This design comes from an exercise in tuning for small area, a short achievable clock period and few clock cycles per item on the open sky130 flow, not from production work.
In this exercise RTL edits were held to simulation tests only and were not proved equivalent to the original.
Power figures rest on the tool's default switching activity, not on a simulated workload.

[flow/design.v]
module md5(
  input          clock,
  input          reset,
  input  [127:0] io_in,
  input          io_in_valid,
  output [127:0] io_out,
  output         io_out_valid,
  output         io_ready
);
  reg         av0;
  reg [3:0]   ap0;
  reg [127:0] ax0;
  reg [31:0]  apre0, ab0, ac0, ad0;
  reg         bv0;
  reg [3:0]   bp0;
  reg [127:0] bx0;
  reg [31:0]  bsum0, bdk0, bb0, bc0;
  reg [1:0]   bws0;
  reg         av1;
  reg [3:0]   ap1;
  reg [127:0] ax1;
  reg [31:0]  apre1, ab1, ac1, ad1;
  reg         bv1;
  reg [3:0]   bp1;
  reg [127:0] bx1;
  reg [31:0]  bsum1, bdk1, bb1, bc1;
  reg [1:0]   bws1;
  reg         av2;
  reg [3:0]   ap2;
  reg [127:0] ax2;
  reg [31:0]  apre2, ab2, ac2, ad2;
  reg         bv2;
  reg [3:0]   bp2;
  reg [127:0] bx2;
  reg [31:0]  bsum2, bdk2, bb2, bc2;
  reg [1:0]   bws2;
  reg         av3;
  reg [3:0]   ap3;
  reg [127:0] ax3;
  reg [31:0]  apre3, ab3, ac3, ad3;
  reg         bv3;
  reg [3:0]   bp3;
  reg [127:0] bx3;
  reg [31:0]  bsum3, bdk3, bb3, bc3;
  reg [1:0]   bws3;
  reg         ov;
  reg         fst;    
  wire done = bv3 & (bp3 == 4'd15);
  reg         rdy;    
  wire free = rdy;
  wire accept = free & io_in_valid & ~reset;
  assign io_ready = free;
  assign io_out_valid = ov;
  assign io_out = {apre0, ab0, ac0, ad0};
  wire [1:0] ra0 = ap0[3:2];
  reg [31:0] f0;
  always @* begin
    case (ra0)
      2'd0: f0 = (ab0 & ac0) | (~ab0 & ad0);
      2'd1: f0 = (ab0 & ad0) | (ac0 & ~ad0);
      2'd2: f0 = ab0 ^ ac0 ^ ad0;
      default: f0 = ac0 ^ (ab0 | ~ad0);
    endcase
  end
  wire [31:0] opa0 = fst ? ax0[31:0] : apre0;
  wire [31:0] opb0 = fst ? 32'hd76aa477 : f0;
  wire [31:0] sum0 = opa0 + opb0;
  wire [31:0] be0 = fst ? 32'hefcdab89 : ab0;
  wire [31:0] ce0 = fst ? 32'h98badcfe : ac0;
  wire [31:0] de0 = fst ? 32'h10325476 : ad0;
  wire [1:0] ws0 =
    ({2{ap0 == 4'd0}} & 2'd1) |
    ({2{ap0 == 4'd1}} & 2'd1) |
    ({2{ap0 == 4'd2}} & 2'd1) |
    ({2{ap0 == 4'd3}} & 2'd1) |
    ({2{ap0 == 4'd4}} & 2'd0) |
    ({2{ap0 == 4'd5}} & 2'd2) |
    ({2{ap0 == 4'd6}} & 2'd0) |
    ({2{ap0 == 4'd7}} & 2'd2) |
    ({2{ap0 == 4'd8}} & 2'd0) |
    ({2{ap0 == 4'd9}} & 2'd1) |
    ({2{ap0 == 4'd10}} & 2'd2) |
    ({2{ap0 == 4'd11}} & 2'd3) |
    ({2{ap0 == 4'd12}} & 2'd2) |
    ({2{ap0 == 4'd13}} & 2'd2) |
    ({2{ap0 == 4'd14}} & 2'd3) |
    ({2{ap0 == 4'd15}} & 2'd3);
  wire [31:0] kn0 =
    ({32{ap0 == 4'd0}} & 32'he8c7b756) |
    ({32{ap0 == 4'd1}} & 32'h4787c62a) |
    ({32{ap0 == 4'd2}} & 32'h8b44f7af) |
    ({32{ap0 == 4'd3}} & 32'hfd987193) |
    ({32{ap0 == 4'd4}} & 32'hc040b340) |
    ({32{ap0 == 4'd5}} & 32'h02441453) |
    ({32{ap0 == 4'd6}} & 32'hc33707d6) |
    ({32{ap0 == 4'd7}} & 32'hfcefa3f8) |
    ({32{ap0 == 4'd8}} & 32'h8771f681) |
    ({32{ap0 == 4'd9}} & 32'h4bdecfa9) |
    ({32{ap0 == 4'd10}} & 32'heaa127fa) |
    ({32{ap0 == 4'd11}} & 32'he6db99e5) |
    ({32{ap0 == 4'd12}} & 32'h432aff97) |
    ({32{ap0 == 4'd13}} & 32'h8f0ccc92) |
    ({32{ap0 == 4'd14}} & 32'hfe2ce6e0) |
    ({32{ap0 == 4'd15}} & 32'hbd3af235);
  wire [31:0] dk0 = de0 + kn0;
  wire [1:0] rb0 = bp0[3:2];
  reg [31:0] rot0;
  always @* begin
    case (rb0)
      2'd0: rot0 = {bsum0[24:0], bsum0[31:25]};
      2'd1: rot0 = {bsum0[26:0], bsum0[31:27]};
      2'd2: rot0 = {bsum0[27:0], bsum0[31:28]};
      default: rot0 = {bsum0[25:0], bsum0[31:26]};
    endcase
  end
  reg [31:0] wn0;
  always @* begin
    case (bws0)
      2'd0: wn0 = bx0[31:0];
      2'd1: wn0 = bx0[63:32];
      2'd2: wn0 = bx0[95:64];
      default: wn0 = bx0[127:96];
    endcase
  end
  wire [31:0] nb0 = bb0 + rot0;
  wire [31:0] nc0 = bb0;
  wire [31:0] nd0 = bc0;
  wire [31:0] npre0 = bdk0 + wn0;
  wire [1:0] ra1 = ap1[3:2];
  reg [31:0] f1;
  always @* begin
    case (ra1)
      2'd0: f1 = (ab1 & ac1) | (~ab1 & ad1);
      2'd1: f1 = (ab1 & ad1) | (ac1 & ~ad1);
      2'd2: f1 = ab1 ^ ac1 ^ ad1;
      default: f1 = ac1 ^ (ab1 | ~ad1);
    endcase
  end
  wire [31:0] sum1 = apre1 + f1;
  wire [31:0] be1 = ab1;
  wire [31:0] ce1 = ac1;
  wire [31:0] de1 = ad1;
  wire [1:0] ws1 =
    ({2{ap1 == 4'd0}} & 2'd2) |
    ({2{ap1 == 4'd1}} & 2'd2) |
    ({2{ap1 == 4'd2}} & 2'd2) |
    ({2{ap1 == 4'd3}} & 2'd2) |
    ({2{ap1 == 4'd4}} & 2'd1) |
    ({2{ap1 == 4'd5}} & 2'd3) |
    ({2{ap1 == 4'd6}} & 2'd1) |
    ({2{ap1 == 4'd7}} & 2'd3) |
    ({2{ap1 == 4'd8}} & 2'd0) |
    ({2{ap1 == 4'd9}} & 2'd1) |
    ({2{ap1 == 4'd10}} & 2'd2) |
    ({2{ap1 == 4'd11}} & 2'd3) |
    ({2{ap1 == 4'd12}} & 2'd0) |
    ({2{ap1 == 4'd13}} & 2'd0) |
    ({2{ap1 == 4'd14}} & 2'd1) |
    ({2{ap1 == 4'd15}} & 2'd1);
  wire [31:0] kn1 =
    ({32{ap1 == 4'd0}} & 32'h242070db) |
    ({32{ap1 == 4'd1}} & 32'ha8304613) |
    ({32{ap1 == 4'd2}} & 32'hffff5bb1) |
    ({32{ap1 == 4'd3}} & 32'ha679438e) |
    ({32{ap1 == 4'd4}} & 32'h265e5a51) |
    ({32{ap1 == 4'd5}} & 32'hd8a1e681) |
    ({32{ap1 == 4'd6}} & 32'hf4d50d87) |
    ({32{ap1 == 4'd7}} & 32'h676f02d9) |
    ({32{ap1 == 4'd8}} & 32'h6d9d6122) |
    ({32{ap1 == 4'd9}} & 32'hf6bb4b60) |
    ({32{ap1 == 4'd10}} & 32'hd4ef3085) |
    ({32{ap1 == 4'd11}} & 32'h1fa27cf8) |
    ({32{ap1 == 4'd12}} & 32'hab9423a7) |
    ({32{ap1 == 4'd13}} & 32'hffeff47d) |
    ({32{ap1 == 4'd14}} & 32'ha3014314) |
    ({32{ap1 == 4'd15}} & 32'h2ad7d2bb);
  wire [31:0] dk1 = de1 + kn1;
  wire [1:0] rb1 = bp1[3:2];
  reg [31:0] rot1;
  always @* begin
    case (rb1)
      2'd0: rot1 = {bsum1[19:0], bsum1[31:20]};
      2'd1: rot1 = {bsum1[22:0], bsum1[31:23]};
      2'd2: rot1 = {bsum1[20:0], bsum1[31:21]};
      default: rot1 = {bsum1[21:0], bsum1[31:22]};
    endcase
  end
  reg [31:0] wn1;
  always @* begin
    case (bws1)
      2'd0: wn1 = bx1[31:0];
      2'd1: wn1 = bx1[63:32];
      2'd2: wn1 = bx1[95:64];
      default: wn1 = bx1[127:96];
    endcase
  end
  wire [31:0] nb1 = bb1 + rot1;
  wire [31:0] nc1 = bb1;
  wire [31:0] nd1 = bc1;
  wire [31:0] npre1 = bdk1 + wn1;
  wire [1:0] ra2 = ap2[3:2];
  reg [31:0] f2;
  always @* begin
    case (ra2)
      2'd0: f2 = (ab2 & ac2) | (~ab2 & ad2);
      2'd1: f2 = (ab2 & ad2) | (ac2 & ~ad2);
      2'd2: f2 = ab2 ^ ac2 ^ ad2;
      default: f2 = ac2 ^ (ab2 | ~ad2);
    endcase
  end
  wire [31:0] sum2 = apre2 + f2;
  wire [31:0] be2 = ab2;
  wire [31:0] ce2 = ac2;
  wire [31:0] de2 = ad2;
  wire [1:0] ws2 =
    ({2{ap2 == 4'd0}} & 2'd3) |
    ({2{ap2 == 4'd1}} & 2'd3) |
    ({2{ap2 == 4'd2}} & 2'd3) |
    ({2{ap2 == 4'd3}} & 2'd3) |
    ({2{ap2 == 4'd4}} & 2'd1) |
    ({2{ap2 == 4'd5}} & 2'd3) |
    ({2{ap2 == 4'd6}} & 2'd1) |
    ({2{ap2 == 4'd7}} & 2'd3) |
    ({2{ap2 == 4'd8}} & 2'd0) |
    ({2{ap2 == 4'd9}} & 2'd1) |
    ({2{ap2 == 4'd10}} & 2'd2) |
    ({2{ap2 == 4'd11}} & 2'd3) |
    ({2{ap2 == 4'd12}} & 2'd2) |
    ({2{ap2 == 4'd13}} & 2'd2) |
    ({2{ap2 == 4'd14}} & 2'd3) |
    ({2{ap2 == 4'd15}} & 2'd3);
  wire [31:0] kn2 =
    ({32{ap2 == 4'd0}} & 32'hc1bdceee) |
    ({32{ap2 == 4'd1}} & 32'hfd469501) |
    ({32{ap2 == 4'd2}} & 32'h895cd7be) |
    ({32{ap2 == 4'd3}} & 32'h49b40821) |
    ({32{ap2 == 4'd4}} & 32'he9b6c7aa) |
    ({32{ap2 == 4'd5}} & 32'he7d3fbc8) |
    ({32{ap2 == 4'd6}} & 32'h455a14ed) |
    ({32{ap2 == 4'd7}} & 32'h8d2a4c8a) |
    ({32{ap2 == 4'd8}} & 32'hfde5380c) |
    ({32{ap2 == 4'd9}} & 32'hbebfbc70) |
    ({32{ap2 == 4'd10}} & 32'h04881d05) |
    ({32{ap2 == 4'd11}} & 32'hc4ac5665) |
    ({32{ap2 == 4'd12}} & 32'hfc93a039) |
    ({32{ap2 == 4'd13}} & 32'h85845dd1) |
    ({32{ap2 == 4'd14}} & 32'h4e0811a1) |
    ({32{ap2 == 4'd15}} & 32'heb86d391);
  wire [31:0] dk2 = de2 + kn2;
  wire [1:0] rb2 = bp2[3:2];
  reg [31:0] rot2;
  always @* begin
    case (rb2)
      2'd0: rot2 = {bsum2[14:0], bsum2[31:15]};
      2'd1: rot2 = {bsum2[17:0], bsum2[31:18]};
      2'd2: rot2 = {bsum2[15:0], bsum2[31:16]};
      default: rot2 = {bsum2[16:0], bsum2[31:17]};
    endcase
  end
  reg [31:0] wn2;
  always @* begin
    case (bws2)
      2'd0: wn2 = bx2[31:0];
      2'd1: wn2 = bx2[63:32];
      2'd2: wn2 = bx2[95:64];
      default: wn2 = bx2[127:96];
    endcase
  end
  wire [31:0] nb2 = bb2 + rot2;
  wire [31:0] nc2 = bb2;
  wire [31:0] nd2 = bc2;
  wire [31:0] npre2 = bdk2 + wn2;
  wire [1:0] ra3 = ap3[3:2];
  reg [31:0] f3;
  always @* begin
    case (ra3)
      2'd0: f3 = (ab3 & ac3) | (~ab3 & ad3);
      2'd1: f3 = (ab3 & ad3) | (ac3 & ~ad3);
      2'd2: f3 = ab3 ^ ac3 ^ ad3;
      default: f3 = ac3 ^ (ab3 | ~ad3);
    endcase
  end
  wire [31:0] sum3 = apre3 + f3;
  wire [31:0] be3 = ab3;
  wire [31:0] ce3 = ac3;
  wire [31:0] de3 = ad3;
  wire [1:0] ws3 =
    ({2{ap3 == 4'd0}} & 2'd0) |
    ({2{ap3 == 4'd1}} & 2'd0) |
    ({2{ap3 == 4'd2}} & 2'd0) |
    ({2{ap3 == 4'd3}} & 2'd0) |
    ({2{ap3 == 4'd4}} & 2'd2) |
    ({2{ap3 == 4'd5}} & 2'd0) |
    ({2{ap3 == 4'd6}} & 2'd2) |
    ({2{ap3 == 4'd7}} & 2'd0) |
    ({2{ap3 == 4'd8}} & 2'd1) |
    ({2{ap3 == 4'd9}} & 2'd2) |
    ({2{ap3 == 4'd10}} & 2'd3) |
    ({2{ap3 == 4'd11}} & 2'd0) |
    ({2{ap3 == 4'd12}} & 2'd0) |
    ({2{ap3 == 4'd13}} & 2'd1) |
    ({2{ap3 == 4'd14}} & 2'd1) |
    ({2{ap3 == 4'd15}} & 2'd0);
  wire [31:0] kn3 =
    ({32{ap3 == 4'd0}} & 32'hf57c0faf) |
    ({32{ap3 == 4'd1}} & 32'h698098d8) |
    ({32{ap3 == 4'd2}} & 32'h6b901122) |
    ({32{ap3 == 4'd3}} & 32'hf61e2562) |
    ({32{ap3 == 4'd4}} & 32'hd62f105d) |
    ({32{ap3 == 4'd5}} & 32'h21e1cde6) |
    ({32{ap3 == 4'd6}} & 32'ha9e3e905) |
    ({32{ap3 == 4'd7}} & 32'hfffa3942) |
    ({32{ap3 == 4'd8}} & 32'ha4beea44) |
    ({32{ap3 == 4'd9}} & 32'h289b7ec6) |
    ({32{ap3 == 4'd10}} & 32'hd9d4d039) |
    ({32{ap3 == 4'd11}} & 32'hf4292244) |
    ({32{ap3 == 4'd12}} & 32'h655b59c3) |
    ({32{ap3 == 4'd13}} & 32'h6fa87e4f) |
    ({32{ap3 == 4'd14}} & 32'hf7537e82) |
    ({32{ap3 == 4'd15}} & 32'h67452301);
  wire [31:0] dk3 = de3 + kn3;
  wire [1:0] rb3 = bp3[3:2];
  reg [31:0] rot3;
  always @* begin
    case (rb3)
      2'd0: rot3 = {bsum3[9:0], bsum3[31:10]};
      2'd1: rot3 = {bsum3[11:0], bsum3[31:12]};
      2'd2: rot3 = {bsum3[8:0], bsum3[31:9]};
      default: rot3 = {bsum3[10:0], bsum3[31:11]};
    endcase
  end
  reg [31:0] wn3;
  always @* begin
    case (bws3)
      2'd0: wn3 = bx3[31:0];
      2'd1: wn3 = bx3[63:32];
      2'd2: wn3 = bx3[95:64];
      default: wn3 = bx3[127:96];
    endcase
  end
  wire blast = (bp3 == 4'd15);
  wire [31:0] bbx3 = blast ? bb3 + 32'hefcdab89 : bb3;
  wire [31:0] nb3 = bbx3 + rot3;
  wire [31:0] nc3 = blast ? bb3 + 32'h98badcfe : bb3;
  wire [31:0] nd3 = blast ? bc3 + 32'h10325476 : bc3;
  wire [31:0] wm3 = blast ? 32'd0 : wn3;
  wire [31:0] npre3 = bdk3 + wm3;
  always @(posedge clock) begin
    ov <= ~reset & done;
    av0 <= accept | (~reset & bv3 & ~done);
    ap0 <= bv3 ? bp3 + 4'd1 : 4'd0;
    fst <= free;
    rdy <= reset | ~av3 | (ap3 == 4'd15);
    ax0 <= free ? io_in : bx3;
    apre0 <= npre3; ab0 <= nb3; ac0 <= nc3; ad0 <= nd3;
    bv0 <= ~reset & av0;
    bp0 <= ap0;
    bx0 <= ax0;
    bsum0 <= sum0; bdk0 <= dk0; bb0 <= be0; bc0 <= ce0; bws0 <= ws0;
    av1 <= ~reset & bv0;
    ap1 <= bp0;
    ax1 <= bx0;
    apre1 <= npre0; ab1 <= nb0; ac1 <= nc0; ad1 <= nd0;
    bv1 <= ~reset & av1;
    bp1 <= ap1;
    bx1 <= ax1;
    bsum1 <= sum1; bdk1 <= dk1; bb1 <= be1; bc1 <= ce1; bws1 <= ws1;
    av2 <= ~reset & bv1;
    ap2 <= bp1;
    ax2 <= bx1;
    apre2 <= npre1; ab2 <= nb1; ac2 <= nc1; ad2 <= nd1;
    bv2 <= ~reset & av2;
    bp2 <= ap2;
    bx2 <= ax2;
    bsum2 <= sum2; bdk2 <= dk2; bb2 <= be2; bc2 <= ce2; bws2 <= ws2;
    av3 <= ~reset & bv2;
    ap3 <= bp2;
    ax3 <= bx2;
    apre3 <= npre2; ab3 <= nb2; ac3 <= nc2; ad3 <= nd2;
    bv3 <= ~reset & av3;
    bp3 <= ap3;
    bx3 <= ax3;
    bsum3 <= sum3; bdk3 <= dk3; bb3 <= be3; bc3 <= ce3; bws3 <= ws3;
  end
endmodule
[flow/flow/run.sh]
#!/bin/bash
export SETUP_SLACK_MARGIN=9.3
bash standard.sh > standard.log 2>&1
[flow/standard.sh]
#!/bin/bash
# synth_recipe.tcl (not shown) runs the flow's synth.tcl, then flattens the netlist and writes it again
# the make line also repeats each setting of config.mk as NAME=value (left out here)
make -C /OpenROAD-flow-scripts/flow DESIGN_CONFIG=/design/flow/config.mk WORK_HOME=/design/flow/orfs CLKGATE_MAP_FILE= SYNTH_SCRIPT=/design/flow/synth_recipe.tcl "${@:-finish}"
[flow/config.mk]
export PLATFORM = sky130hd
export DESIGN_NAME = md5
export DESIGN_NICKNAME = md5
export VERILOG_FILES = /design/flow/design.v
export SDC_FILE = /design/flow/constraint.sdc
export NUM_CORES = 8
export LEC_CHECK = 0
export CAP_MARGIN = 20
export CORE_MARGIN = 2
export CORE_UTILIZATION = 60
export SLEW_MARGIN = 20
[flow/constraint.sdc]
create_clock -name core_clock -period 13.5 [get_ports {clock}]
set_input_delay 2.7000 -clock core_clock [delete_from_list [all_inputs] [get_ports {clock}]]
set_output_delay 2.7000 -clock core_clock [all_outputs]
set_load 0.01 [all_outputs]
==> impl_metrics.yaml, run 1 <==
run_status:
  status: "no timing/DRC/antenna violations"
sta:
  layout_worst_path_cycle_share_pct: 31.3
  setup-tns-final_ps: 0
  slew_violations: 0
  fin_skew_ps: 84.9
  fmax_mhz: 237
  layout_min_cycle_time_ps: 4220
  finalSetupViolations: 0
  rsz0062_at_grt: "yes"
  hold_ws_ps: 281
  finalHoldViolCount: 0
  tightestPinTransition_ps: 1300
  slew_headroom_pct: 12.9
worst_setup_path:
  path_class: "reg2out"
  arrival_ps: 1520
  critical_path_required_ps: 10800
  slowest_stage: "dfxtp_4"
  cpPeakStageDelay_ps: 400
  worstPathCellList: "clkdlybuf4s15_2"
  cp_max_fo: 2
  critical_path_buf_inv_count: 1
  cp_top_family: "flip-flops"
  startpoint_type: "flip-flop"
  cp-end-kind: "output pin"
global_route:
  grt_usage_pct: 42.4
  met3_usage_pct: 10.7
  top_usage_layer: "met2"
  grt.met1_usage_pct: 54.0
  grt_pass1_wl_um: 447000
  antenna_found_initial: 39
  overflow: 0
  grt.met2_usage_pct: 63.7
  grt_max_degree: 111
  grt_pass1_vias: 64000
synth:
  ys_async_sr_fraction_pct: 0
  ys.flop_type: "dfxtp_1"
  synth_cell_types: 95
  synth-seq-cells: 2099
  synth_area_um2: 87300
  ys_warn_count: 1
  synth_common_cells: "dfxtp_1 (2,099), a21oi_1 (793), nand2_1 (558), ha_1 (501), nor2_1 (497)"
  synth.avg_cell_area_um2: 10.4
  synth.largest_area_cell: "dfxtp_1"
  yosysTopAreaCellShare_pct: 48.1
  synth_seq_area_share_pct: 48.1
  synth_edf_count: 0
  yosysMostFrequentCell: "dfxtp_1"
  synth_cells: 8387
  mappedNetlistNets: 9035
  yosys-top-cells-area: "dfxtp_1 (48%), ha_1 (7.2%), mux4_2 (6.2%)"
route:
  route.detailed.wl_per_inst_um: 29.9
  vias: 68800
  ant_nets: 0
  drt_iter0_markers: 8066
  drc: 0
  routed_wl_um: 325000
  first_pass_iters: 9
  vias_per_cell: 6.33
clock_network:
  clk_latency_ps: 910
  cts_buffers: 195
  ctsRootBufferMaster: "clkbuf_16"
  cts_max_level: 4
  cts_tree: "done"
  cts.sinks: 2099
  clk_pin_slew_ps: 70
  clockBufferDepth: 3
  holdBufCountCts: 0
die:
  ioPinCount: 261
  core_um2: 144000
  die_w_um: 385
  start_util_pct: 60.6
  die_y_um: 385
  num_rows: 139
  dieArea_um2: 149000
place:
  hpwl_um: 246000
  gp_congestion: 1.07
  portBuffers: 260
power:
  p_leak_nw: 42.1
  peakVddDrop_uv: 175
  power_density_nw_per_um2: 225
layout:
  fin_util_pct: 70.7
  syn_to_final_growth_pct: 16.6
  layout.nets: 9409
  drive_gt1_share_pct: 16.3
run:
  max-cap-violations: 0
hold_path:
  hold_path.class: "reg2reg"
-- power by group --
part | leakage, nW | switching [mW] | total (mW) | internal, mW
clock | 3.48 | 2.60 | 6.06 | 3.46
combinational | 21.0 | 4.35 | 7.60 | 3.25
sequential | 17.6 | 1.77 | 9.23 | 7.46
-- cell type report --
type	count	area [um^2]
multi-input combinational	5764	43900
sequential	2099	42500
fill	10300	42200
clock buffer	257	5490
timing repair buffer	499	4990
tap	1903	2380
clock inverter	108	1680
inverter	202	782
antenna	30	75.1
-- routing by layer --
metal  vias up  part of all wire (%)
met3       882                    11
met2      3798                    43
met1     33300                    38
li1      30800                     -
met5         -                 0.020
met4        10                   8.3
-- worst paths after layout --
kind	from	end	slack (ps)	cells past startpoint
worst min-delay path	ax2[64]$_DFF_P_	bx2[64]$_DFF_P_	280	0
worst max-delay path	ab0[10]$_DFF_P_	io_out[74]	9280	1
worst max register to register	bws2[0]$_DFF_P_	apre3[23]$_DFF_P_	9340	14
worst min register to register	ax2[64]$_DFF_P_	bx2[64]$_DFF_P_	280	0
-- metrics by stage --
| step | total power, mW | instance area (um^2) | instances | setup slack (ps) |
|---|---|---|---|---|
| after CTS | 22.4 | 101000 | 10800 | 9280 |
| after floorplan | 13.0 | 87300 | 8387 | 9310 |
| final | 22.9 | 102000 | 10900 | 9280 |
| after detailed placement | 16.1 | 91400 | 10300 | 8160 |
| after global routing | 23.6 | 102000 | 10800 | 9260 |
| after global placement | 16.0 | 91400 | 10300 | 8250 |
-- flip-flops by register name, summed over array words and instances, names as in the netlist, 128 cells and up --
| register | cells |
|---|---|
| ax0 | 128 |
| ax1 | 128 |
| ax2 | 128 |
| ax3 | 128 |
| bx0 | 128 |
| bx1 | 128 |
| bx2 | 128 |
| bx3 | 128 |
-- timing repair --
| item | 4_1_cts | 5_1_grt |
|---|---|---|
| buffers inserted | 119 | 68 |
| pin swaps | 5 | 24 |
| gates cloned | 5 | 6 |
| setup endpoints to repair | 339 | 123 |
| endpoints found under the hold margin | 0 | 0 |
| gates resized for setup | 667 | 141 |
-- cells by family (layout without fill, tap and decap cells) --
| logic type | count (synthesis) | count (layout) | share of synthesized area (%) |
|---|---|---|---|
| flops | 2099 | 2099 | 48.1 |
| simple gates | 1924 | 1925 | 10.5 |
| buf+inv | 525 | 1066 | 2.26 |
| fa+ha+maj | 535 | 535 | 7.75 |
| other cells | 0 | 30 | 0 |
| xor+xnor | 736 | 736 | 7.38 |
| mux | 431 | 431 | 8.60 |
| compound gates | 2137 | 2137 | 15.4 |
-- layout by cell type (no fill, tap or decap), drive strengths merged, types with 68 or more instances in the layout --
master,netlist,layout
dfxtp,2099,2099
a21oi,803,803
nand2,558,558
ha,501,501
nor2,497,497
xnor2,475,475
o21ai,377,377
buf,71,271
clkbuf,252,270
xor2,261,261
a21o,250,250
mux4,239,239
inv,200,206
nor3,204,204
a31oi,165,165
mux2,163,163
clkdlybuf4s50,0,130
nand3,106,107
nor2b,105,105
nand2b,97,97
o21a,78,78
or2,76,76
o21bai,69,69
nor3b,68,68
and2,68,68
Testbench counts, summed over its fixed seeds: cycles 12,360, items 768.
==> run 2, diff against run 1 <==
--- a/flow/design.v
+++ b/flow/design.v
@@ -65,5 +65,6 @@
   wire [31:0] opa0 = fst ? ax0[31:0] : apre0;
   wire [31:0] opb0 = fst ? 32'hd76aa477 : f0;
-  wire [31:0] sum0 = opa0 + opb0;
+  wire [31:0] sum0;
+  add32_sk u_sum0(.a(opa0), .b(opb0), .s(sum0));
   wire [31:0] be0 = fst ? 32'hefcdab89 : ab0;
   wire [31:0] ce0 = fst ? 32'h98badcfe : ac0;
@@ -103,5 +104,6 @@
     ({32{ap0 == 4'd14}} & 32'hfe2ce6e0) |
     ({32{ap0 == 4'd15}} & 32'hbd3af235);
-  wire [31:0] dk0 = de0 + kn0;
+  wire [31:0] dk0;
+  add32_sk u_dk0(.a(de0), .b(kn0), .s(dk0));
   wire [1:0] rb0 = bp0[3:2];
   reg [31:0] rot0;
@@ -123,8 +125,10 @@
     endcase
   end
-  wire [31:0] nb0 = bb0 + rot0;
+  wire [31:0] nb0;
+  add32_sk u_nb0(.a(bb0), .b(rot0), .s(nb0));
   wire [31:0] nc0 = bb0;
   wire [31:0] nd0 = bc0;
-  wire [31:0] npre0 = bdk0 + wn0;
+  wire [31:0] npre0;
+  add32_sk u_npre0(.a(bdk0), .b(wn0), .s(npre0));
   wire [1:0] ra1 = ap1[3:2];
   reg [31:0] f1;
@@ -137,5 +141,6 @@
     endcase
   end
-  wire [31:0] sum1 = apre1 + f1;
+  wire [31:0] sum1;
+  add32_sk u_sum1(.a(apre1), .b(f1), .s(sum1));
   wire [31:0] be1 = ab1;
   wire [31:0] ce1 = ac1;
@@ -175,5 +180,6 @@
     ({32{ap1 == 4'd14}} & 32'ha3014314) |
     ({32{ap1 == 4'd15}} & 32'h2ad7d2bb);
-  wire [31:0] dk1 = de1 + kn1;
+  wire [31:0] dk1;
+  add32_sk u_dk1(.a(de1), .b(kn1), .s(dk1));
   wire [1:0] rb1 = bp1[3:2];
   reg [31:0] rot1;
@@ -195,8 +201,10 @@
     endcase
   end
-  wire [31:0] nb1 = bb1 + rot1;
+  wire [31:0] nb1;
+  add32_sk u_nb1(.a(bb1), .b(rot1), .s(nb1));
   wire [31:0] nc1 = bb1;
   wire [31:0] nd1 = bc1;
-  wire [31:0] npre1 = bdk1 + wn1;
+  wire [31:0] npre1;
+  add32_sk u_npre1(.a(bdk1), .b(wn1), .s(npre1));
   wire [1:0] ra2 = ap2[3:2];
   reg [31:0] f2;
@@ -209,5 +217,6 @@
     endcase
   end
-  wire [31:0] sum2 = apre2 + f2;
+  wire [31:0] sum2;
+  add32_sk u_sum2(.a(apre2), .b(f2), .s(sum2));
   wire [31:0] be2 = ab2;
   wire [31:0] ce2 = ac2;
@@ -247,5 +256,6 @@
     ({32{ap2 == 4'd14}} & 32'h4e0811a1) |
     ({32{ap2 == 4'd15}} & 32'heb86d391);
-  wire [31:0] dk2 = de2 + kn2;
+  wire [31:0] dk2;
+  add32_sk u_dk2(.a(de2), .b(kn2), .s(dk2));
   wire [1:0] rb2 = bp2[3:2];
   reg [31:0] rot2;
@@ -267,8 +277,10 @@
     endcase
   end
-  wire [31:0] nb2 = bb2 + rot2;
+  wire [31:0] nb2;
+  add32_sk u_nb2(.a(bb2), .b(rot2), .s(nb2));
   wire [31:0] nc2 = bb2;
   wire [31:0] nd2 = bc2;
-  wire [31:0] npre2 = bdk2 + wn2;
+  wire [31:0] npre2;
+  add32_sk u_npre2(.a(bdk2), .b(wn2), .s(npre2));
   wire [1:0] ra3 = ap3[3:2];
   reg [31:0] f3;
@@ -281,5 +293,6 @@
     endcase
   end
-  wire [31:0] sum3 = apre3 + f3;
+  wire [31:0] sum3;
+  add32_sk u_sum3(.a(apre3), .b(f3), .s(sum3));
   wire [31:0] be3 = ab3;
   wire [31:0] ce3 = ac3;
@@ -319,5 +332,6 @@
     ({32{ap3 == 4'd14}} & 32'hf7537e82) |
     ({32{ap3 == 4'd15}} & 32'h67452301);
-  wire [31:0] dk3 = de3 + kn3;
+  wire [31:0] dk3;
+  add32_sk u_dk3(.a(de3), .b(kn3), .s(dk3));
   wire [1:0] rb3 = bp3[3:2];
   reg [31:0] rot3;
@@ -341,9 +355,11 @@
   wire blast = (bp3 == 4'd15);
   wire [31:0] bbx3 = blast ? bb3 + 32'hefcdab89 : bb3;
-  wire [31:0] nb3 = bbx3 + rot3;
+  wire [31:0] nb3;
+  add32_sk u_nb3(.a(bbx3), .b(rot3), .s(nb3));
   wire [31:0] nc3 = blast ? bb3 + 32'h98badcfe : bb3;
   wire [31:0] nd3 = blast ? bc3 + 32'h10325476 : bc3;
   wire [31:0] wm3 = blast ? 32'd0 : wn3;
-  wire [31:0] npre3 = bdk3 + wm3;
+  wire [31:0] npre3;
+  add32_sk u_npre3(.a(bdk3), .b(wm3), .s(npre3));
   always @(posedge clock) begin
     ov <= ~reset & done;
@@ -384,2 +400,198 @@
   end
 endmodule
+module add32_sk(input [31:0] a, input [31:0] b, output [31:0] s);
+  wire [31:0] p0 = a ^ b;
+  wire [31:0] g0 = a & b;
+  wire gg1 = g0[1] | (p0[1] & g0[0]);
+  wire pp1 = p0[1] & p0[0];
+  wire gg2 = g0[3] | (p0[3] & g0[2]);
+  wire pp2 = p0[3] & p0[2];
+  wire gg3 = g0[5] | (p0[5] & g0[4]);
+  wire pp3 = p0[5] & p0[4];
+  wire gg4 = g0[7] | (p0[7] & g0[6]);
+  wire pp4 = p0[7] & p0[6];
+  wire gg5 = g0[9] | (p0[9] & g0[8]);
+  wire pp5 = p0[9] & p0[8];
+  wire gg6 = g0[11] | (p0[11] & g0[10]);
+  wire pp6 = p0[11] & p0[10];
+  wire gg7 = g0[13] | (p0[13] & g0[12]);
+  wire pp7 = p0[13] & p0[12];
+  wire gg8 = g0[15] | (p0[15] & g0[14]);
+  wire pp8 = p0[15] & p0[14];
+  wire gg9 = g0[17] | (p0[17] & g0[16]);
+  wire pp9 = p0[17] & p0[16];
+  wire gg10 = g0[19] | (p0[19] & g0[18]);
+  wire pp10 = p0[19] & p0[18];
+  wire gg11 = g0[21] | (p0[21] & g0[20]);
+  wire pp11 = p0[21] & p0[20];
+  wire gg12 = g0[23] | (p0[23] & g0[22]);
+  wire pp12 = p0[23] & p0[22];
+  wire gg13 = g0[25] | (p0[25] & g0[24]);
+  wire pp13 = p0[25] & p0[24];
+  wire gg14 = g0[27] | (p0[27] & g0[26]);
+  wire pp14 = p0[27] & p0[26];
+  wire gg15 = g0[29] | (p0[29] & g0[28]);
+  wire pp15 = p0[29] & p0[28];
+  wire gg16 = g0[31] | (p0[31] & g0[30]);
+  wire pp16 = p0[31] & p0[30];
+  wire gg17 = g0[2] | (p0[2] & gg1);
+  wire pp17 = p0[2] & pp1;
+  wire gg18 = gg2 | (pp2 & gg1);
+  wire pp18 = pp2 & pp1;
+  wire gg19 = g0[6] | (p0[6] & gg3);
+  wire pp19 = p0[6] & pp3;
+  wire gg20 = gg4 | (pp4 & gg3);
+  wire pp20 = pp4 & pp3;
+  wire gg21 = g0[10] | (p0[10] & gg5);
+  wire pp21 = p0[10] & pp5;
+  wire gg22 = gg6 | (pp6 & gg5);
+  wire pp22 = pp6 & pp5;
+  wire gg23 = g0[14] | (p0[14] & gg7);
+  wire pp23 = p0[14] & pp7;
+  wire gg24 = gg8 | (pp8 & gg7);
+  wire pp24 = pp8 & pp7;
+  wire gg25 = g0[18] | (p0[18] & gg9);
+  wire pp25 = p0[18] & pp9;
+  wire gg26 = gg10 | (pp10 & gg9);
+  wire pp26 = pp10 & pp9;
+  wire gg27 = g0[22] | (p0[22] & gg11);
+  wire pp27 = p0[22] & pp11;
+  wire gg28 = gg12 | (pp12 & gg11);
+  wire pp28 = pp12 & pp11;
+  wire gg29 = g0[26] | (p0[26] & gg13);
+  wire pp29 = p0[26] & pp13;
+  wire gg30 = gg14 | (pp14 & gg13);
+  wire pp30 = pp14 & pp13;
+  wire gg31 = g0[30] | (p0[30] & gg15);
+  wire pp31 = p0[30] & pp15;
+  wire gg32 = gg16 | (pp16 & gg15);
+  wire pp32 = pp16 & pp15;
+  wire gg33 = g0[4] | (p0[4] & gg18);
+  wire pp33 = p0[4] & pp18;
+  wire gg34 = gg3 | (pp3 & gg18);
+  wire pp34 = pp3 & pp18;
+  wire gg35 = gg19 | (pp19 & gg18);
+  wire pp35 = pp19 & pp18;
+  wire gg36 = gg20 | (pp20 & gg18);
+  wire pp36 = pp20 & pp18;
+  wire gg37 = g0[12] | (p0[12] & gg22);
+  wire pp37 = p0[12] & pp22;
+  wire gg38 = gg7 | (pp7 & gg22);
+  wire pp38 = pp7 & pp22;
+  wire gg39 = gg23 | (pp23 & gg22);
+  wire pp39 = pp23 & pp22;
+  wire gg40 = gg24 | (pp24 & gg22);
+  wire pp40 = pp24 & pp22;
+  wire gg41 = g0[20] | (p0[20] & gg26);
+  wire pp41 = p0[20] & pp26;
+  wire gg42 = gg11 | (pp11 & gg26);
+  wire pp42 = pp11 & pp26;
+  wire gg43 = gg27 | (pp27 & gg26);
+  wire pp43 = pp27 & pp26;
+  wire gg44 = gg28 | (pp28 & gg26);
+  wire pp44 = pp28 & pp26;
+  wire gg45 = g0[28] | (p0[28] & gg30);
+  wire pp45 = p0[28] & pp30;
+  wire gg46 = gg15 | (pp15 & gg30);
+  wire pp46 = pp15 & pp30;
+  wire gg47 = gg31 | (pp31 & gg30);
+  wire pp47 = pp31 & pp30;
+  wire gg48 = gg32 | (pp32 & gg30);
+  wire pp48 = pp32 & pp30;
+  wire gg49 = g0[8] | (p0[8] & gg36);
+  wire pp49 = p0[8] & pp36;
+  wire gg50 = gg5 | (pp5 & gg36);
+  wire pp50 = pp5 & pp36;
+  wire gg51 = gg21 | (pp21 & gg36);
+  wire pp51 = pp21 & pp36;
+  wire gg52 = gg22 | (pp22 & gg36);
+  wire pp52 = pp22 & pp36;
+  wire gg53 = gg37 | (pp37 & gg36);
+  wire pp53 = pp37 & pp36;
+  wire gg54 = gg38 | (pp38 & gg36);
+  wire pp54 = pp38 & pp36;
+  wire gg55 = gg39 | (pp39 & gg36);
+  wire pp55 = pp39 & pp36;
+  wire gg56 = gg40 | (pp40 & gg36);
+  wire pp56 = pp40 & pp36;
+  wire gg57 = g0[24] | (p0[24] & gg44);
+  wire pp57 = p0[24] & pp44;
+  wire gg58 = gg13 | (pp13 & gg44);
+  wire pp58 = pp13 & pp44;
+  wire gg59 = gg29 | (pp29 & gg44);
+  wire pp59 = pp29 & pp44;
+  wire gg60 = gg30 | (pp30 & gg44);
+  wire pp60 = pp30 & pp44;
+  wire gg61 = gg45 | (pp45 & gg44);
+  wire pp61 = pp45 & pp44;
+  wire gg62 = gg46 | (pp46 & gg44);
+  wire pp62 = pp46 & pp44;
+  wire gg63 = gg47 | (pp47 & gg44);
+  wire pp63 = pp47 & pp44;
+  wire gg64 = gg48 | (pp48 & gg44);
+  wire pp64 = pp48 & pp44;
+  wire gg65 = g0[16] | (p0[16] & gg56);
+  wire pp65 = p0[16] & pp56;
+  wire gg66 = gg9 | (pp9 & gg56);
+  wire pp66 = pp9 & pp56;
+  wire gg67 = gg25 | (pp25 & gg56);
+  wire pp67 = pp25 & pp56;
+  wire gg68 = gg26 | (pp26 & gg56);
+  wire pp68 = pp26 & pp56;
+  wire gg69 = gg41 | (pp41 & gg56);
+  wire pp69 = pp41 & pp56;
+  wire gg70 = gg42 | (pp42 & gg56);
+  wire pp70 = pp42 & pp56;
+  wire gg71 = gg43 | (pp43 & gg56);
+  wire pp71 = pp43 & pp56;
+  wire gg72 = gg44 | (pp44 & gg56);
+  wire pp72 = pp44 & pp56;
+  wire gg73 = gg57 | (pp57 & gg56);
+  wire pp73 = pp57 & pp56;
+  wire gg74 = gg58 | (pp58 & gg56);
+  wire pp74 = pp58 & pp56;
+  wire gg75 = gg59 | (pp59 & gg56);
+  wire pp75 = pp59 & pp56;
+  wire gg76 = gg60 | (pp60 & gg56);
+  wire pp76 = pp60 & pp56;
+  wire gg77 = gg61 | (pp61 & gg56);
+  wire pp77 = pp61 & pp56;
+  wire gg78 = gg62 | (pp62 & gg56);
+  wire pp78 = pp62 & pp56;
+  wire gg79 = gg63 | (pp63 & gg56);
+  wire pp79 = pp63 & pp56;
+  wire gg80 = gg64 | (pp64 & gg56);
+  wire pp80 = pp64 & pp56;
+  assign s[0] = p0[0];
+  assign s[1] = p0[1] ^ g0[0];
+  assign s[2] = p0[2] ^ gg1;
+  assign s[3] = p0[3] ^ gg17;
+  assign s[4] = p0[4] ^ gg18;
+  assign s[5] = p0[5] ^ gg33;
+  assign s[6] = p0[6] ^ gg34;
+  assign s[7] = p0[7] ^ gg35;
+  assign s[8] = p0[8] ^ gg36;
+  assign s[9] = p0[9] ^ gg49;
+  assign s[10] = p0[10] ^ gg50;
+  assign s[11] = p0[11] ^ gg51;
+  assign s[12] = p0[12] ^ gg52;
+  assign s[13] = p0[13] ^ gg53;
+  assign s[14] = p0[14] ^ gg54;
+  assign s[15] = p0[15] ^ gg55;
+  assign s[16] = p0[16] ^ gg56;
+  assign s[17] = p0[17] ^ gg65;
+  assign s[18] = p0[18] ^ gg66;
+  assign s[19] = p0[19] ^ gg67;
+  assign s[20] = p0[20] ^ gg68;
+  assign s[21] = p0[21] ^ gg69;
+  assign s[22] = p0[22] ^ gg70;
+  assign s[23] = p0[23] ^ gg71;
+  assign s[24] = p0[24] ^ gg72;
+  assign s[25] = p0[25] ^ gg73;
+  assign s[26] = p0[26] ^ gg74;
+  assign s[27] = p0[27] ^ gg75;
+  assign s[28] = p0[28] ^ gg76;
+  assign s[29] = p0[29] ^ gg77;
+  assign s[30] = p0[30] ^ gg78;
+  assign s[31] = p0[31] ^ gg79;
+endmodule
--- a/flow/config.mk
+++ b/flow/config.mk
@@ -9,3 +9,5 @@
 export CORE_MARGIN = 2
 export CORE_UTILIZATION = 60
+export CTS_CLUSTER_DIAMETER = 100
+export CTS_CLUSTER_SIZE = 25
 export SLEW_MARGIN = 20
==> run 2 against run 1 <==
- synthesized cell count is 8.2% lower
- highest routed layer unchanged
- cell count decreased by 9.5%
- largest cell class is now registers
- hold slack better by 17 ps
- non-clock buffer count up 15
- combinational power down 14%
- global-route usage shrank 2.1 points
- still clean
- power down 17%
==> impl_metrics.yaml, run 2 <==
sta:
  rsz0062_at_grt: "yes"
  fmax_mhz: 238
  layout_min_cycle_time_ps: 4210
  fin_skew_ps: 73.6
  finalSetupViolations: 0
  finalHoldViolCount: 0
  layout_worst_path_cycle_share_pct: 31.2
  setup_ws_ps: 9290
  tightestPinTransition_ps: 1200
  hold_ws_ps: 298
  setup-tns-final_ps: 0
  slew_violations: 0
  slew_headroom_pct: 19.0
layout:
  layout_commonest_cell: "dfxtp_1"
  fin_util_pct: 68.0
  instances_no_fill: 9833
  syn_to_final_growth_pct: 12.5
  layout_common_cells: "dfxtp_1 (1,963), nand2_1 (584), a21oi_1 (559)"
  drive_gt1_share_pct: 14.3
  layout.nets: 8698
route:
  route.detailed.wl_per_inst_um: 30.0
  drt_iter0_markers: 6938
  vias_per_cell: 6.22
  first_pass_iters: 7
  ant_nets: 0
  routed_wl_um: 295000
  drc: 0
  vias: 61200
place:
  portBuffers: 260
  post-place-ws_ps: 8200
  hpwl_um: 224000
  gp_congestion: 1.03
  dpl.cell_count: 9487
worst_setup_path:
  startpoint_type: "flip-flop"
  cp_top_family: "flip-flops"
  cpPeakStageDelay_ps: 430
  critical_path_required_ps: 10800
  arrival_ps: 1510
  cp_max_fo: 2
  path_class: "reg2out"
  critical_path_buf_inv_count: 1
  worstPathCellList: "clkdlybuf4s15_1"
  slowest_stage: "dfxtp_4"
  cp-end-kind: "output pin"
clock_network:
  clk_pin_slew_ps: 110
  cts_tree: "done"
  holdBufCountCts: 0
  cts_max_level: 3
  cts.sinks: 2099
  cts_buffers: 95
  clockBufferDepth: 3
  clk_latency_ps: 810
  ctsRootBufferMaster: "clkbuf_16"
global_route:
  grt_usage_pct: 40.3
  antenna_found_initial: 36
  grt_pass1_vias: 56100
  grt_max_degree: 98
  grt_pass1_wl_um: 401000
  overflow: 0
run:
  max-cap-violations: 0
synth:
  synth_cell_types: 82
  yosys-top-cells-area: "dfxtp_1 (50%), ha_1 (7.3%), mux4_2 (6.7%)"
  synth_cells: 7699
  synth-seq-cells: 2099
  yosysMostFrequentCell: "dfxtp_1"
  synth_edf_count: 0
  ys_async_sr_fraction_pct: 0
  mappedNetlistNets: 8395
  synth.avg_cell_area_um2: 10.8
  synth_area_um2: 83300
  synth.largest_area_cell: "dfxtp_1"
  ys.flop_type: "dfxtp_1"
  synth_common_cells: "dfxtp_1 (2,099), nand2_1 (586), a21oi_1 (575), nor2_1 (490), ha_1 (485)"
  ys_warn_count: 1
  synth_seq_area_share_pct: 50.5
  yosysTopAreaCellShare_pct: 50.5
hold_path:
  hold_path.class: "reg2reg"
die:
  die_w_um: 377
  start_util_pct: 60.5
  die_y_um: 377
  dieArea_um2: 142000
  num_rows: 136
  ioPinCount: 261
  core_um2: 138000
power:
  intPower_mw: 11.6
  p_sw_mw: 7.37
  power_density_nw_per_um2: 202
  clockPowerShare_pct: 17.5
  combPwrFrac_pct: 34.3
  swShare_pct: 38.9
  p_leak_nw: 38.1
  peakVddDrop_uv: 188
  seqPwrFrac_pct: 48.2
run_status:
  status: "no timing/DRC/antenna violations"
[run 2: cell count changes in the layout (fill, tap and decap cells not counted), sizes merged, moves of 45 or more]
cell         delta
a21oi         -228
xnor2          -65
dlygate4sd2    +51
a31oi          -48
xor2           -45
fa             +64
clkbuf        -155
clkinv         -55
nor3           +87
a21o          -100
[run 2: cell families after synthesis]
family / Yosys count / share of synthesized area [%]
AO/OA/AOI/OAI: 1569 / 11.6
adder cells (fa/ha/maj): 565 / 9.21
flip-flops: 2099 / 50.5
buffers and inverters: 476 / 2.15
multiplexers: 419 / 9.02
AND/OR/NAND/NOR: 1945 / 11.0
XOR/XNOR: 626 / 6.58
[run 2: power groups by stage]
| stage | Clock [mW] | Sequential (mW) | Combinational [mW] |
|---|---|---|---|
| finish | 3.32 | 9.14 | 6.50 |
| global route | 3.54 | 9.16 | 6.93 |
| CTS | 3.33 | 9.02 | 6.15 |
| detailed placement | 0 | 9.42 | 5.56 |
| global placement | 0 | 9.40 | 5.48 |
| floorplan | 0 | 8.27 | 3.81 |
[run 2: metal layers]
layer  up-vias  share of wire [%]  GRT usage (%)
met1     29600                 39           52.0
met4        16                8.2           27.6
met5         -              0.042              0
met3       733                 10           8.93
met2      3143                 43           60.6
li1      27600                  -              -
[run 2: worst paths after layout]
check,from,end,slack (ps),cells after the start
worst max register to register,ap0[2]$_SDFF_PN0_,bsum0[31]$_DFF_P_,9360,16
worst min register to register,ax1[65]$_DFF_P_,bx1[65]$_DFF_P_,300,0
worst max-delay path,ab0[14]$_DFF_P_,io_out[78],9290,1
worst min-delay path,ax1[65]$_DFF_P_,bx1[65]$_DFF_P_,300,0
[run 2: metrics by stage]
step	area (um^2)	power, mW
after CTS	92400	18.5
after floorplan	83300	12.1
after global placement	87400	14.9
after detailed placement	87400	15.0
final	93700	19.0
after global routing	93600	19.6
[run 2: final cells by class]
cell class	instances	area [um^2]
repair buffers	514	5420
fillers	10300	44000
multi-input cells	5125	40200
well taps	1794	2240
flip-flops and latches	2099	42500
clock buffers	106	2450
clock inverters	13	233
diodes	15	37.5
inverters	167	647
[run 2: what timing repair did]
item	4_1_cts	5_1_grt
setup buffers	129	67
gates resized for setup	550	148
cloned	9	7
endpoints found under the setup margin	390	106
pin swaps	15	63
Testbench counts of run 2, summed over its fixed seeds: cycles 12,360, items 768.
==> run 3, diff against run 2 <==
--- a/flow/design.v
+++ b/flow/design.v
@@ -70,4 +70,6 @@
   wire [31:0] ce0 = fst ? 32'h98badcfe : ac0;
   wire [31:0] de0 = fst ? 32'h10325476 : ad0;
+  wire [31:0] bq0 = be0;
+  wire [31:0] cq0 = ce0;
   wire [1:0] ws0 =
     ({2{ap0 == 4'd0}} & 2'd1) |
@@ -146,4 +148,6 @@
   wire [31:0] ce1 = ac1;
   wire [31:0] de1 = ad1;
+  wire [31:0] bq1 = be1;
+  wire [31:0] cq1 = ce1;
   wire [1:0] ws1 =
     ({2{ap1 == 4'd0}} & 2'd2) |
@@ -222,4 +226,6 @@
   wire [31:0] ce2 = ac2;
   wire [31:0] de2 = ad2;
+  wire [31:0] bq2 = be2;
+  wire [31:0] cq2 = ce2;
   wire [1:0] ws2 =
     ({2{ap2 == 4'd0}} & 2'd3) |
@@ -298,4 +304,7 @@
   wire [31:0] ce3 = ac3;
   wire [31:0] de3 = ad3;
+  wire alast = (ap3 == 4'd15);
+  wire [31:0] bq3 = alast ? be3 + 32'hefcdab89 : be3;
+  wire [31:0] cq3 = alast ? ce3 + 32'h10325476 : ce3;
   wire [1:0] ws3 =
     ({2{ap3 == 4'd0}} & 2'd0) |
@@ -354,9 +363,8 @@
   end
   wire blast = (bp3 == 4'd15);
-  wire [31:0] bbx3 = blast ? bb3 + 32'hefcdab89 : bb3;
   wire [31:0] nb3;
-  add32_sk u_nb3(.a(bbx3), .b(rot3), .s(nb3));
-  wire [31:0] nc3 = blast ? bb3 + 32'h98badcfe : bb3;
-  wire [31:0] nd3 = blast ? bc3 + 32'h10325476 : bc3;
+  add32_sk u_nb3(.a(bb3), .b(rot3), .s(nb3));
+  wire [31:0] nc3 = blast ? bb3 + 32'ha8ed3175 : bb3;
+  wire [31:0] nd3 = bc3;
   wire [31:0] wm3 = blast ? 32'd0 : wn3;
   wire [31:0] npre3;
@@ -373,5 +381,5 @@
     bp0 <= ap0;
     bx0 <= ax0;
-    bsum0 <= sum0; bdk0 <= dk0; bb0 <= be0; bc0 <= ce0; bws0 <= ws0;
+    bsum0 <= sum0; bdk0 <= dk0; bb0 <= bq0; bc0 <= cq0; bws0 <= ws0;
     av1 <= ~reset & bv0;
     ap1 <= bp0;
@@ -381,5 +389,5 @@
     bp1 <= ap1;
     bx1 <= ax1;
-    bsum1 <= sum1; bdk1 <= dk1; bb1 <= be1; bc1 <= ce1; bws1 <= ws1;
+    bsum1 <= sum1; bdk1 <= dk1; bb1 <= bq1; bc1 <= cq1; bws1 <= ws1;
     av2 <= ~reset & bv1;
     ap2 <= bp1;
@@ -389,5 +397,5 @@
     bp2 <= ap2;
     bx2 <= ax2;
-    bsum2 <= sum2; bdk2 <= dk2; bb2 <= be2; bc2 <= ce2; bws2 <= ws2;
+    bsum2 <= sum2; bdk2 <= dk2; bb2 <= bq2; bc2 <= cq2; bws2 <= ws2;
     av3 <= ~reset & bv2;
     ap3 <= bp2;
@@ -397,5 +405,5 @@
     bp3 <= ap3;
     bx3 <= ax3;
-    bsum3 <= sum3; bdk3 <= dk3; bb3 <= be3; bc3 <= ce3; bws3 <= ws3;
+    bsum3 <= sum3; bdk3 <= dk3; bb3 <= bq3; bc3 <= cq3; bws3 <= ws3;
   end
 endmodule
==> flow/flow/run.sh (replaced) <==
#!/bin/bash
# The standard layout (standard.sh: unchanged synthesis, SDC and steps)
# with two resizer settings changed:
# - the port buffers are buf_4 cells rather than the default delay-buffer
#   cells (every port still gets its own buffer).
export SETUP_SLACK_MARGIN=9.3
export BUFFER_PORTS_ARGS="-buffer_cell sky130_fd_sc_hd__buf_4"
bash standard.sh > standard.log 2>&1
--- a/flow/config.mk
+++ b/flow/config.mk
@@ -9,5 +9,5 @@
 export CORE_MARGIN = 2
 export CORE_UTILIZATION = 60
-export CTS_CLUSTER_DIAMETER = 100
+export CTS_CLUSTER_DIAMETER = 80
 export CTS_CLUSTER_SIZE = 25
 export SLEW_MARGIN = 20
==> run 3 against run 2 <==
- area after synthesis unchanged
- first-iteration DRC count up 6.0%
- power down 0.45%
- setup slack better by 13 ps
- sequential share of layout area about the same
- maximum frequency up 0.31%
- critical path type unchanged
- non-clock buffer count down 91
- flip-flop and latch count unchanged
- critical path depth unchanged
- clock skew up 12 ps
- sequential power up 1%
- core utilization down 0.42 points
- highest routed layer unchanged
==> impl_metrics.yaml, run 3 <==
run_status:
  status: "no timing/DRC/antenna violations"
die:
  core_um2: 138000
  start_util_pct: 60.5
  die_w_um: 377
  ioPinCount: 261
  dieArea_um2: 142000
  die_y_um: 377
  num_rows: 136
clock_network:
  cts.sinks: 2099
  cts_buffers: 105
  ctsRootBufferMaster: "clkbuf_16"
  cts_max_level: 3
  clockBufferDepth: 3
  clk_pin_slew_ps: 90
  cts_tree: "done"
  clk_latency_ps: 820
  holdBufCountCts: 0
global_route:
  grt_usage_pct: 39.6
  grt_pass1_wl_um: 396000
  antenna_found_initial: 22
  grt_max_degree: 89
  grt_pass1_vias: 55700
  overflow: 0
hold_path:
  hold_path.class: "reg2reg"
  hold_depth: 0
  hold_end: "bx0[69]$_DFF_P_"
  hold_start: "ax0[69]$_DFF_P_"
synth:
  synth-seq-cells: 2099
  mappedNetlistNets: 8331
  synth_cells: 7636
  synth_seq_area_share_pct: 50.5
  yosys-top-cells-area: "dfxtp_1 (50%), ha_1 (7.3%), mux4_2 (6.7%)"
  yosysTopAreaCellShare_pct: 50.5
  synth.avg_cell_area_um2: 10.9
  yosysMostFrequentCell: "dfxtp_1"
  ys_warn_count: 1
  synth_common_cells: "dfxtp_1 (2,099), a21oi_1 (506), nor2_1 (505), nand2_1 (490), ha_1 (484)"
  synth.largest_area_cell: "dfxtp_1"
  synth_area_um2: 83300
  ys.flop_type: "dfxtp_1"
  synth_edf_count: 0
  synth_cell_types: 79
  ys_async_sr_fraction_pct: 0
route:
  vias_per_cell: 6.22
  vias: 60400
  route.detailed.wl_per_inst_um: 29.7
  first_pass_iters: 6
  ant_nets: 0
  drt_iter0_markers: 7355
  routed_wl_um: 288000
  drc: 0
sta:
  hold_ws_ps: 315
  fin_skew_ps: 85.2
  slew_headroom_pct: 21.9
  layout_min_cycle_time_ps: 4190
  rsz0062_at_grt: "yes"
  finalSetupViolations: 0
  setup-tns-final_ps: 0
  setup_ws_ps: 9310
  slew_violations: 0
  tightestPinTransition_ps: 1170
  layout_worst_path_cycle_share_pct: 31.1
  fmax_mhz: 238
  finalHoldViolCount: 0
layout:
  drive_gt1_share_pct: 16.8
  multi_input_area_um2: 40100
  syn_to_final_growth_pct: 11.8
  final-seq-area_um2: 42200
  layout_commonest_cell: "dfxtp_1"
  fillers: 10400
  layout.nets: 8547
  layout_common_cells: "dfxtp_1 (1,998), nor2_1 (498), a21oi_1 (493)"
power:
  swShare_pct: 38.1
  intPower_mw: 11.7
  power_density_nw_per_um2: 203
  seqPwrFrac_pct: 49.0
  p_total_mw: 18.9
  p_leak_nw: 38.4
  peakVddDrop_uv: 164
  combPwrFrac_pct: 31.3
  clockPowerShare_pct: 19.8
  p_sw_mw: 7.19
worst_setup_path:
  critical_path_buf_inv_count: 1
  startpoint_type: "flip-flop"
  cp_max_fo: 5
  rrSetupSlack_ps: 9330
  critical_path_required_ps: 10800
  cpPeakStageDelay_ps: 530
  r2r_cells: 15
  cp-end-kind: "output pin"
  worstPathCellList: "buf_4"
  path_class: "reg2out"
  worstReg2RegStart: "bws3[0]$_DFF_P_"
  slowest_stage: "dfxtp_2"
  reg2reg_to: "apre0[31]$_DFF_P_"
  arrival_ps: 1490
  cp_top_family: "flip-flops"
place:
  post-place-ws_ps: 7810
  hpwl_um: 220000
  gp_congestion: 1.07
  portBuffers: 260
run:
  max-cap-violations: 0
## run 3: worst max path at each step
| stage | slack [ps] | endpoint | cells past startpoint | from |
|---|---|---|---|---|
| finish | 9310 | io_out[7] | 1 | ad0[7]$_DFF_P_ |
| global route | 9160 | bdk1[30]$_DFF_P_ | 16 | ap1[2]$_DFF_P_ |
| CTS | 9290 | io_out[55] | 1 | ac0[23]$_DFF_P_ |
| detailed placement | 7810 | bdk1[31]$_DFF_P_ | 16 | ap1[2]$_DFF_P_ |
| global placement | 8030 | bsum3[30]$_DFF_P_ | 14 | ap3[2]$_DFF_P_ |
| floorplan | 9220 | apre0[31]$_DFF_P_ | 16 | bws3[0]$_DFF_P_ |
## run 3: repair_timing
item / in CTS / in global routing
gates resized for setup: 268 / 137
setup endpoints to repair: 346 / 107
setup buffers: 69 / 24
gates cloned: 9 / 6
pin swaps: 19 / 35
## run 3: worst reg2reg max path, cell delays in order, from the launching register on
cell and delay (ps):
dfxtp_4 450, buf_16 190, mux4_2 580, and2_4 210
ha_4 250, a21o_1 140, nand4_1 230, a311oi_4 410
a2111oi_4 80, buf_4 170, or4b_4 510, a311oi_4 290
a211o_1 190, a21o_1 160, a21oi_2 70, xnor2_1 110
## run 3: power groups by stage
stage / sequential, mW / clock (mW) / combinational (mW)
floorplan: 8.24 / 0 / 3.81
global placement: 9.19 / 0 / 5.39
detailed placement: 9.20 / 0 / 5.51
CTS: 9.12 / 3.75 / 5.68
global route: 9.27 / 3.98 / 6.34
finish: 9.24 / 3.73 / 5.90
## run 3: per-stage QoR
stage	area, um^2	cells	util, %
6_report	93100	9701	67.6
5_1_grt	93100	9694	67.6
4_1_cts	92100	9664	66.9
3_5_place_dp	86800	9431	63.0
3_3_place_gp	86800	9431	63.0
2_1_floorplan	83300	7636	-
## run 3: area by class of cell
cell class / count / share of cell area [%]
antenna: 7 / 0.0188
multi-input combinational: 4999 / 43.0
sequential: 2099 / 45.4
inverter: 224 / 0.914
clock buffer: 116 / 2.92
tap: 1794 / 2.41
timing repair buffer: 423 / 4.63
clock inverter: 39 / 0.711
## run 3: routing by layer
layer / wire (um) / track usage [%] / vias to the layer above
met5: 302 / 1.23 / -
met4: 23800 / 26.7 / 10
met3: 28300 / 9.18 / 724
met2: 122000 / 58.7 / 3033
met1: 113000 / 51.7 / 29400
li1: - / - / 27300
## run 3: cell families (layout without fill, tap and decap cells)
logic type / count (synthesis) / after routing / share of synthesized area [%]
xor+xnor: 636 / 636 / 6.69
fa+ha+maj: 593 / 593 / 9.54
other cells: 0 / 7 / 0
simple gates: 1822 / 1822 / 10.3
mux: 419 / 419 / 9.00
compound gates: 1529 / 1529 / 11.5
flops: 2099 / 2099 / 50.5
buf+inv: 538 / 802 / 2.43
Testbench counts of run 3, summed over its fixed seeds: cycles 12,360, items 768.
==> run 4, diff against run 3 <==
==> flow/run.sh (new file) <==
#!/bin/bash
# synth_recipe.tcl (not shown) runs the flow's synth.tcl, then flattens the netlist and writes it again
# the make line also repeats each setting of config.mk as NAME=value (left out here)
make -C /OpenROAD-flow-scripts/flow DESIGN_CONFIG=/design/flow/config.mk WORK_HOME=/design/flow/orfs CLKGATE_MAP_FILE= SYNTH_SCRIPT=/design/flow/synth_recipe.tcl finish
--- a/flow/config.mk
+++ b/flow/config.mk
@@ -11,3 +11,4 @@
 export CTS_CLUSTER_DIAMETER = 80
 export CTS_CLUSTER_SIZE = 25
+export SETUP_SLACK_MARGIN = 5
 export SLEW_MARGIN = 20
removed: flow/flow/run.sh
removed: flow/standard.sh
==> run 4 against run 3 <==
- area after synthesis unchanged
- sequential share of layout area up 0.97 points
- routed wire length decreased by 2.3%
- sequential power increased by 0.9%
==> impl_metrics.yaml, run 4 <==
run_status:
  status: "no timing/DRC/antenna violations"
sta:
  layout_min_cycle_time_ps: 5810
  setup_ws_ps: 7690
  finalSetupViolations: 0
  tightestPinTransition_ps: 1230
  fmax_mhz: 172
  slew_violations: 0
  slew_headroom_pct: 17.3
  fin_skew_ps: 58.6
  setup-tns-final_ps: 0
  layout_worst_path_cycle_share_pct: 43.0
  finalHoldViolCount: 0
  rsz0062_at_grt: "no"
  hold_ws_ps: 306
route:
  drc: 0
  routed_wl_um: 282000
  route.detailed.wl_per_inst_um: 29.3
  ant_nets: 0
  drt_iter0_markers: 7046
  vias_per_cell: 6.22
  vias: 59700
  first_pass_iters: 6
place:
  place_area_um2: 87400
  hpwl_um: 225000
  gp_congestion: 1.05
  dpl.cell_count: 9428
  post-place-ws_ps: 7900
  portBuffers: 260
clock_network:
  cts_resized: 0
  cts_max_level: 3
  cts_buffers: 108
  post_cts_buffers: 0
  clk_latency_ps: 780
  clk_pin_slew_ps: 90
  cts_tree: "done"
  clockBufferDepth: 3
  cts.sinks: 2099
  holdBufCountCts: 0
  ctsRootBufferMaster: "clkbuf_16"
global_route:
  overflow: 0
  grt_pass1_vias: 55600
  grt_usage_pct: 39.2
  grt_pass1_wl_um: 393000
  antenna_found_initial: 30
  grt_max_degree: 97
synth:
  synth_seq_area_share_pct: 50.5
  ys_warn_count: 1
  synth.largest_area_cell: "dfxtp_1"
  ys_async_sr_fraction_pct: 0
  yosys-top-cells-area: "dfxtp_1 (50%), ha_1 (7.3%), mux4_2 (6.7%)"
  mappedNetlistNets: 8331
  yosysTopAreaCellShare_pct: 50.5
  synth_cells: 7636
  ys.flop_type: "dfxtp_1"
  synth-seq-cells: 2099
  synth_edf_count: 0
  synth_area_um2: 83300
  synth_cell_types: 79
  synth_common_cells: "dfxtp_1 (2,099), a21oi_1 (506), nor2_1 (505), nand2_1 (490), ha_1 (484)"
  yosysMostFrequentCell: "dfxtp_1"
  synth.avg_cell_area_um2: 10.9
die:
  dieArea_um2: 142000
  die_w_um: 377
  ioPinCount: 261
  start_util_pct: 60.5
  core_um2: 138000
  num_rows: 136
  die_y_um: 377
worst_setup_path:
  arrival_ps: 6510
  rrSetupSlack_ps: 7690
  startpoint_type: "flip-flop"
  path_class: "reg2reg"
  r2r_cells: 15
  reg2reg_to: "bsum3[30]$_DFF_P_"
  critical_path_required_ps: 14210
  cp_max_fo: 62
  cp-end-kind: "flip-flop"
  worstReg2RegStart: "ap3[3]$_DFF_P_"
power:
  p_leak_nw: 37.1
  peakVddDrop_uv: 192
  p_total_mw: 18.9
  power_density_nw_per_um2: 208
layout:
  instances_no_fill: 9606
  fin_util_pct: 66.0
  finalInstanceArea_um2: 90800
  drive_gt1_share_pct: 9.92
  layout_common_cells: "dfxtp_1 (2,076), a21oi_1 (506), nor2_1 (503)"
  syn_to_final_growth_pct: 9.06
  layout_commonest_cell: "dfxtp_1"
  layout.nets: 8440
hold_path:
  hold_end: "ad0[15]$_DFF_P_"
  hold_depth: 0
  hold_start: "bc3[15]$_DFF_P_"
  hold_path.class: "reg2reg"
run:
  max-cap-violations: 0
==> run 4: cells by family (layout without fill, tap and decap cells) <==
family | Yosys count | count (layout) | synth area share (%)
simple gates | 1822 | 1822 | 10.3
compound gates | 1529 | 1529 | 11.5
fa+ha+maj | 593 | 593 | 9.54
xor+xnor | 636 | 636 | 6.69
buf+inv | 538 | 696 | 2.43
other cells | 0 | 18 | 0
mux | 419 | 419 | 9.00
flops | 2099 | 2099 | 50.5
==> run 4: layout make-up <==
class | instances | area (um^2)
timing repair buffer | 313 | 3000
fill | 10500 | 46800
inverter | 224 | 841
clock buffer | 114 | 2750
multi-input combinational | 4999 | 39200
antenna | 18 | 45.0
clock inverter | 45 | 614
sequential | 2099 | 42100
tap | 1794 | 2240
==> run 4: layer usage <==
metal	vias to the layer above	part of all wire, %	GRT usage, %
met5	-	0.029	0
met2	2958	43	58.8
met4	12	7.8	25.7
met1	29100	40	52.1
met3	662	9.4	7.23
li1	27100	-	-
==> run 4: how the worst max path moves through the flow <==
stage,cells after the start,start,end
2_1_floorplan,16,bws3[0]$_DFF_P_,apre0[31]$_DFF_P_
3_3_place_gp,15,ap3[3]$_DFF_P_,bsum3[30]$_DFF_P_
3_5_place_dp,15,ap3[3]$_DFF_P_,bsum3[30]$_DFF_P_
4_1_cts,15,ap3[3]$_DFF_P_,bsum3[30]$_DFF_P_
5_1_grt,15,ap3[3]$_DFF_P_,bsum3[30]$_DFF_P_
6_report,15,ap3[3]$_DFF_P_,bsum3[30]$_DFF_P_
==> run 4: power by group <==
| part | switching, mW | internal [mW] |
|---|---|---|
| logic | 3.16 | 2.68 |
| registers | 1.99 | 7.33 |
| clock network | 2.13 | 1.59 |
| total | 7.28 | 11.6 |
==> run 4: critical path, cell delays in order, from the launching register on <==
cell and delay, ps:
dfxtp_4 790, inv_1 100, buf_4 250, nor2_2 400, buf_4 400, a31oi_1 130, o221a_2 270, ha_1 330
o2111ai_1 200, nor4b_1 560, o21ai_0 420, a2111oi_0 990, o21a_1 240, o21ai_0 130, a21boi_0 290, xor2_1 190

[what the ideal ports hide]
No port has a modelled driver above. Below, the same layouts with a new extraction and two added sets of constraints. Step 1: set_driving_cell puts a clkbuf_16 on clock and a buf_2 on each other input, an assumption about the parent block. Step 2, shift: input delay + t, output delay - t, t = (earliest + latest rising clock arrival at the registers) / 2. This alone moves slack from input paths to output paths. Three values: ideal, step 1, step 2; two values: the first two.
run	t, ns	setup slack, ns	cell pins on the clock port's net
run 1	0.943	9.279 / 9.195 / 9.339	1
run 2	0.855	9.293 / 9.212 / 8.826	1
run 3	0.856	9.306 / 9.226 / 9.333	1
run 4	0.842	7.693 / 7.693 / 7.693	1
After both steps every run listed still meets setup and hold. The setup slack of run 2, which loses most, moves by -0.081 ns with the drivers and by -0.467 ns with both steps.
